Source: an optimization exercise on an open RTL-to-GDS flow (aim: small area and a short achievable clock period). Production flows keep margins and buffers that such runs may drop.
Where RTL was checked, it was by simulation tests only, not by an equivalence proof against the original.

==> flow/design.v (excerpt) <==
module cordic(clk, angle, sine, cosine);
  input clk;
  input signed [31:0] angle;
  output signed [15:0] sine;
  output signed [15:0] cosine;
  reg [31:0] a0;
  always @(posedge clk) a0 <= angle;
  wire dk_1 = ~a0[29];
  wire zp1_p0 = a0[0] ^ 1'b1;
  wire zp1_g0 = a0[0] & 1'b1;
  wire zp1_p1 = a0[1] ^ 1'b0;
  wire zp1_g1 = a0[1] & 1'b0;
  wire zp1_p2 = a0[2] ^ 1'b1;
  wire zp1_g2 = a0[2] & 1'b1;
  wire zp1_p3 = a0[3] ^ 1'b1;
  wire zp1_g3 = a0[3] & 1'b1;
  wire zp1_p4 = a0[4] ^ 1'b1;
  wire zp1_g4 = a0[4] & 1'b1;
  wire zp1_p5 = a0[5] ^ 1'b0;
  wire zp1_g5 = a0[5] & 1'b0;
  wire zp1_p6 = a0[6] ^ 1'b0;
  wire zp1_g6 = a0[6] & 1'b0;
  wire zp1_p7 = a0[7] ^ 1'b0;
  wire zp1_g7 = a0[7] & 1'b0;
  wire zp1_p8 = a0[8] ^ 1'b1;
  wire zp1_g8 = a0[8] & 1'b1;
  wire zp1_p9 = a0[9] ^ 1'b0;
  wire zp1_g9 = a0[9] & 1'b0;
  wire zp1_p10 = a0[10] ^ 1'b1;
  wire zp1_g10 = a0[10] & 1'b1;
  wire zp1_p11 = a0[11] ^ 1'b0;
  wire zp1_g11 = a0[11] & 1'b0;
  wire zp1_p12 = a0[12] ^ 1'b0;
  wire zp1_g12 = a0[12] & 1'b0;
  wire zp1_p13 = a0[13] ^ 1'b0;
  wire zp1_g13 = a0[13] & 1'b0;
  wire zp1_p14 = a0[14] ^ 1'b0;
  wire zp1_g14 = a0[14] & 1'b0;
  wire zp1_p15 = a0[15] ^ 1'b0;
  wire zp1_g15 = a0[15] & 1'b0;
  wire zp1_p16 = a0[16] ^ 1'b0;
  wire zp1_g16 = a0[16] & 1'b0;
  wire zp1_p17 = a0[17] ^ 1'b0;
  ...
Settings: LEC_CHECK=0, CAP_MARGIN=20, CORE_MARGIN=2, CORE_UTILIZATION=40, SETUP_SLACK_MARGIN=1.3, SLEW_MARGIN=20; clock period 3.5 ns.
run.sh (not shown) runs the stock make flow with config.mk's settings and CLKGATE_MAP_FILE= SYNTH_SCRIPT=/design/flow/synth_recipe.tcl, a recipe that flattens the netlist after the stock synthesis.
Change:
Settings changed: SETUP_SLACK_MARGIN 1.3 to 0.5.
Effect: Worst setup slack is worse by 410 ps. Global-route usage goes down by 0.85 points. Non-clock buffer count fell by 111. Final cell count goes down by a few percent. Design area came out lower by roughly a tenth.
Function was not checked in any run of this note: the RTL went through the layout flow alone.

Setup of raven:
Another version of the RTL of cordic (not shown whole).
Size: about 3800 cells after synthesis, ~570 flip-flops, roughly 65 I/O pins.
clock: 3.5 ns
lec_check: 0
cap_margin: 20
core_margin: 2
core_utilization: 40
setup_slack_margin: 1.6
slew_margin: 20
### raven -> yarrow
Settings: SETUP_SLACK_MARGIN: 1.6 -> unset.
Findings:
- yarrow | stages: all done | timing, DRC, antenna: all pass
- Comparing met2 layer wire length in the routed design for yarrow and raven, the smaller number came from yarrow.
- yarrow against raven: via count fell by 3692, critical path depth lost 1, clock skew -0.0079 ns.
- Worst reg-to-reg setup slack was higher in the run labelled raven.
- Row final hold slack: yarrow higher / raven lower
- Fmax, yarrow and raven, higher one = raven.
- From raven to yarrow the numbers moved as follows: final-layout non-clock buffer area share down 11 points.
- Between yarrow and raven, the layout overhead on the synthesized area is lower for yarrow.
### yarrow -> garnet
Settings: SETUP_SLACK_MARGIN now 1.2, previously not set.
[summary]
- garnet vs. yarrow: first-pass GRT wire length rose 17%; share of final-layout standard cells stronger than drive strength 1 up 28 points.
- Compared with yarrow, garnet instantiates a larger number of cells.
- [compare] base=yarrow new=garnet: utilization grew by 12 points, number of cells on the critical path grew by 3, number of detailed-route iterations in the first pass shrank by 1, per-cell routed wire length grew by 2.4 um.
- Per the comparison of garnet with yarrow, hold slack increased by 0.0034 ns relative to the old numbers; total wire length now sits higher.
Function was not checked in any run of this note: the RTL went through the layout flow alone.

Another version of the RTL of cordic (not shown whole).
Size: about 3400 cells after synthesis, about 65 I/O pins, ~28000 um^2 of cells after synthesis.
Settings: LEC_CHECK=0, CAP_MARGIN=20, CORE_MARGIN=2, CORE_UTILIZATION=40, CTS_CLUSTER_DIAMETER=100, CTS_CLUSTER_SIZE=30, GPL_TIMING_DRIVEN=1, SETUP_SLACK_MARGIN=1.3, SLEW_MARGIN=20; clock period 3.5 ns.
standard.sh (not shown) runs the stock make flow with config.mk's settings and CLKGATE_MAP_FILE= SYNTH_SCRIPT=/design/flow/synth_recipe.tcl, a recipe that flattens the netlist after the stock synthesis.
==> flow/flow/run.sh <==
#!/bin/bash
# Own layout flow: the standard flow (standard.sh) with these changes to how
# the layout is made:
#  1. synthesis is the standard synthesis script (synth_recipe.tcl), but ABC
#     maps the logic without the slow 4-high stacked cells and a few slow two-stage cells (patch_abc.py) and
#     without first mapping adders to fa/ha cells (ADDER_MAP_FILE empty);
#     registers are mapped before ABC, so they are the standard synthesis's;
#  2. port buffers are buf_2 cells instead of the delay cell buffer_ports picks;
#  3. the resizer may swap a cell for any cell of the same function.
# Each step's full output goes to a log file in this folder.
set -uo pipefail
here=$(pwd)
rm -rf "$here/myscripts"
cp -r "$FLOW_HOME/scripts" "$here/myscripts"
python3 flow/patch_abc.py "$here/myscripts/synth_preamble.tcl" > patch.log 2>&1 || exit 1
bash standard.sh SCRIPTS_DIR="$here/myscripts" ADDER_MAP_FILE= synth > synth.log 2>&1 || exit 1
export BUFFER_PORTS_ARGS="-buffer_cell sky130_fd_sc_hd__buf_2"
bash standard.sh MATCH_CELL_FOOTPRINT=0 finish > layout.log 2>&1
==> flow/flow/patch_abc.py <==
# Adds -dont_use for the slow 4-high stacked cells to ABC's arguments only.
import sys
p = sys.argv[1]
s = open(p).read()
anchor = 'set abc_args [list -script $abc_script \\\n  {*}$lib_args {*}$lib_dont_use_args -constr $::env(OBJECTS_DIR)/abc.constr]\n'
assert anchor in s, "anchor not found"
cells = ("a2111o a2111oi o2111a o2111ai a311o a311oi o311a o311ai a41o a41oi o41a o41ai "
         "or4 or4b or4bb nor4 nor4b nor4bb and4 and4b and4bb a221o a221oi o221a o221ai "
         "a222oi a32o a32oi o32a o32ai maj3 or3 or3b and3b o31a a31o o2bb2a a2bb2o").split()
extra = "foreach c {%s} {\n  lappend abc_args -dont_use sky130_fd_sc_hd__${c}_*\n}\n" % " ".join(cells)
open(p, "w").write(s.replace(anchor, anchor + extra))
print("patched", p)
The starting point passed the timing, design-rule and antenna checks.
Rerun with:
--- a/flow/flow/run.sh
+++ b/flow/flow/run.sh
@@ -5 +5 @@
-#     maps the logic without the slow 4-high stacked cells and a few slow two-stage cells (patch_abc.py) and
+#     maps the logic without the slow 4-high stacked cells (patch_abc.py) and
--- a/flow/flow/patch_abc.py
+++ b/flow/flow/patch_abc.py
@@ -9 +9 @@
-         "a222oi a32o a32oi o32a o32ai maj3 or3 or3b and3b o31a a31o o2bb2a a2bb2o").split()
+         "a222oi a32o a32oi o32a o32ai").split()
GPL_TIMING_DRIVEN = default   (was 1)
Result:
- cell area went up by about 1.5%
- sequential share of layout area fell by 0.34 points
- wire length went up by about 3.3%
- sequential cell count stays the same
- maximum frequency drops by 5.1%
- clock-buffer cell count increases by 2
Rerun with:
--- a/flow/flow/run.sh
+++ b/flow/flow/run.sh
@@ -5 +5 @@
-#     maps the logic without the slow 4-high stacked cells (patch_abc.py) and
+#     maps the logic without the slow 4-high stacked cells and a few slow two-stage cells (patch_abc.py) and
--- a/flow/flow/patch_abc.py
+++ b/flow/flow/patch_abc.py
@@ -9 +9 @@
-         "a222oi a32o a32oi o32a o32ai").split()
+         "a222oi a32o a32oi o32a o32ai maj3 or3 or3b and3b o31a a31o o2bb2a a2bb2o").split()
SETUP_SLACK_MARGIN = 1.15   (was 1.3)
Effect:
- The changed run finished clean
- clock skew is lower by 0.0065 ns
- sequential share of layout area is higher by 1.6 points
- die area is higher slightly
- global-route usage is lower by 0.87 points
- via count is lower by a few percent
- wire length is lower by a few percent
- setup slack improved by 0.067 ns
- final area is lower by a few percent
- maximum frequency is higher by a few percent
Rerun with:
--- a/flow/flow/run.sh
+++ b/flow/flow/run.sh
@@ -5 +5 @@
-#     maps the logic without the slow 4-high stacked cells and a few slow two-stage cells (patch_abc.py) and
+#     maps the logic without the slow 4-high stacked cells (patch_abc.py) and
--- a/flow/flow/patch_abc.py
+++ b/flow/flow/patch_abc.py
@@ -9 +9 @@
-         "a222oi a32o a32oi o32a o32ai maj3 or3 or3b and3b o31a a31o o2bb2a a2bb2o").split()
+         "a222oi a32o a32oi o32a o32ai").split()
SETUP_SLACK_MARGIN = 1.6   (was 1.15)
What happened: Final area went up by about 19%; sequential cell count is unchanged.
Rerun with:
--- a/flow/flow/run.sh
+++ b/flow/flow/run.sh
@@ -5 +5 @@
-#     maps the logic without the slow 4-high stacked cells (patch_abc.py) and
+#     maps the logic without the slow 4-high stacked cells and a few slow two-stage cells (patch_abc.py) and
--- a/flow/flow/patch_abc.py
+++ b/flow/flow/patch_abc.py
@@ -9 +9 @@
-         "a222oi a32o a32oi o32a o32ai").split()
+         "a222oi a32o a32oi o32a o32ai maj3 or3 or3b and3b o31a a31o o2bb2a a2bb2o").split()
SETUP_SLACK_MARGIN = 1.0   (was 1.6)
=>
- maximum frequency fell by a few percent
- register-to-register slack degrades by 0.07 ns
- count of clock-buffer cells in the layout is lower by 3
- worst hold slack improves by 0.019 ns
- routed wire length drops by about a fifth
- setup slack is worse by 0.067 ns
- utilization went down by 9.6 points

-- separate check: timing with driven ports --
The flow's constraints put no driver on any port. The routed layouts listed below were extracted and timed again, unchanged, in two steps.
Step 1, drivers: a clkbuf_16 drives clk and a buf_2 each remaining input, both assumed.
Step 2 also shifts input and output timing later by t, the mid clock arrival at the registers, as if the neighbouring blocks saw the same clock.
Slacks: no drivers / after step 1 / after step 2; pairs: no drivers / after step 1.
run	shift t [ns]	slack for setup (ns)	worst hold slack (ns)	clock arrival spread, ns
the first run of note 1	0.666	1.230 / 1.230 / 1.230	0.308 / 0.308 / 0.308	0.038 / 0.038
the second run of note 1	0.679	0.825 / 0.825 / 0.825	0.324 / 0.324 / 0.324	0.041 / 0.041
raven	0.669	0.682 / 0.682 / 0.682	0.307 / 0.307 / 0.307	0.034 / 0.035
yarrow	0.658	0.319 / 0.319 / 0.319	0.321 / 0.321 / 0.321	0.026 / 0.026
garnet	0.669	0.686 / 0.686 / 0.686	0.324 / 0.324 / 0.324	0.033 / 0.033
the first run of note 3	0.636	1.260 / 1.260 / 1.260	0.204 / 0.164 / 0.303	0.025 / 0.024
the second run of note 3	0.639	1.140 / 1.140 / 1.140	0.205 / 0.162 / 0.324	0.039 / 0.039
the third run of note 3	0.635	1.207 / 1.207 / 1.207	0.204 / 0.166 / 0.303	0.027 / 0.027
the fourth run of note 3	0.649	1.150 / 1.150 / 1.150	0.186 / 0.141 / 0.308	0.041 / 0.041
the fifth run of note 3	0.633	1.083 / 1.083 / 1.083	0.205 / 0.168 / 0.304	0.024 / 0.023
After both steps setup and hold are still met in every run listed.
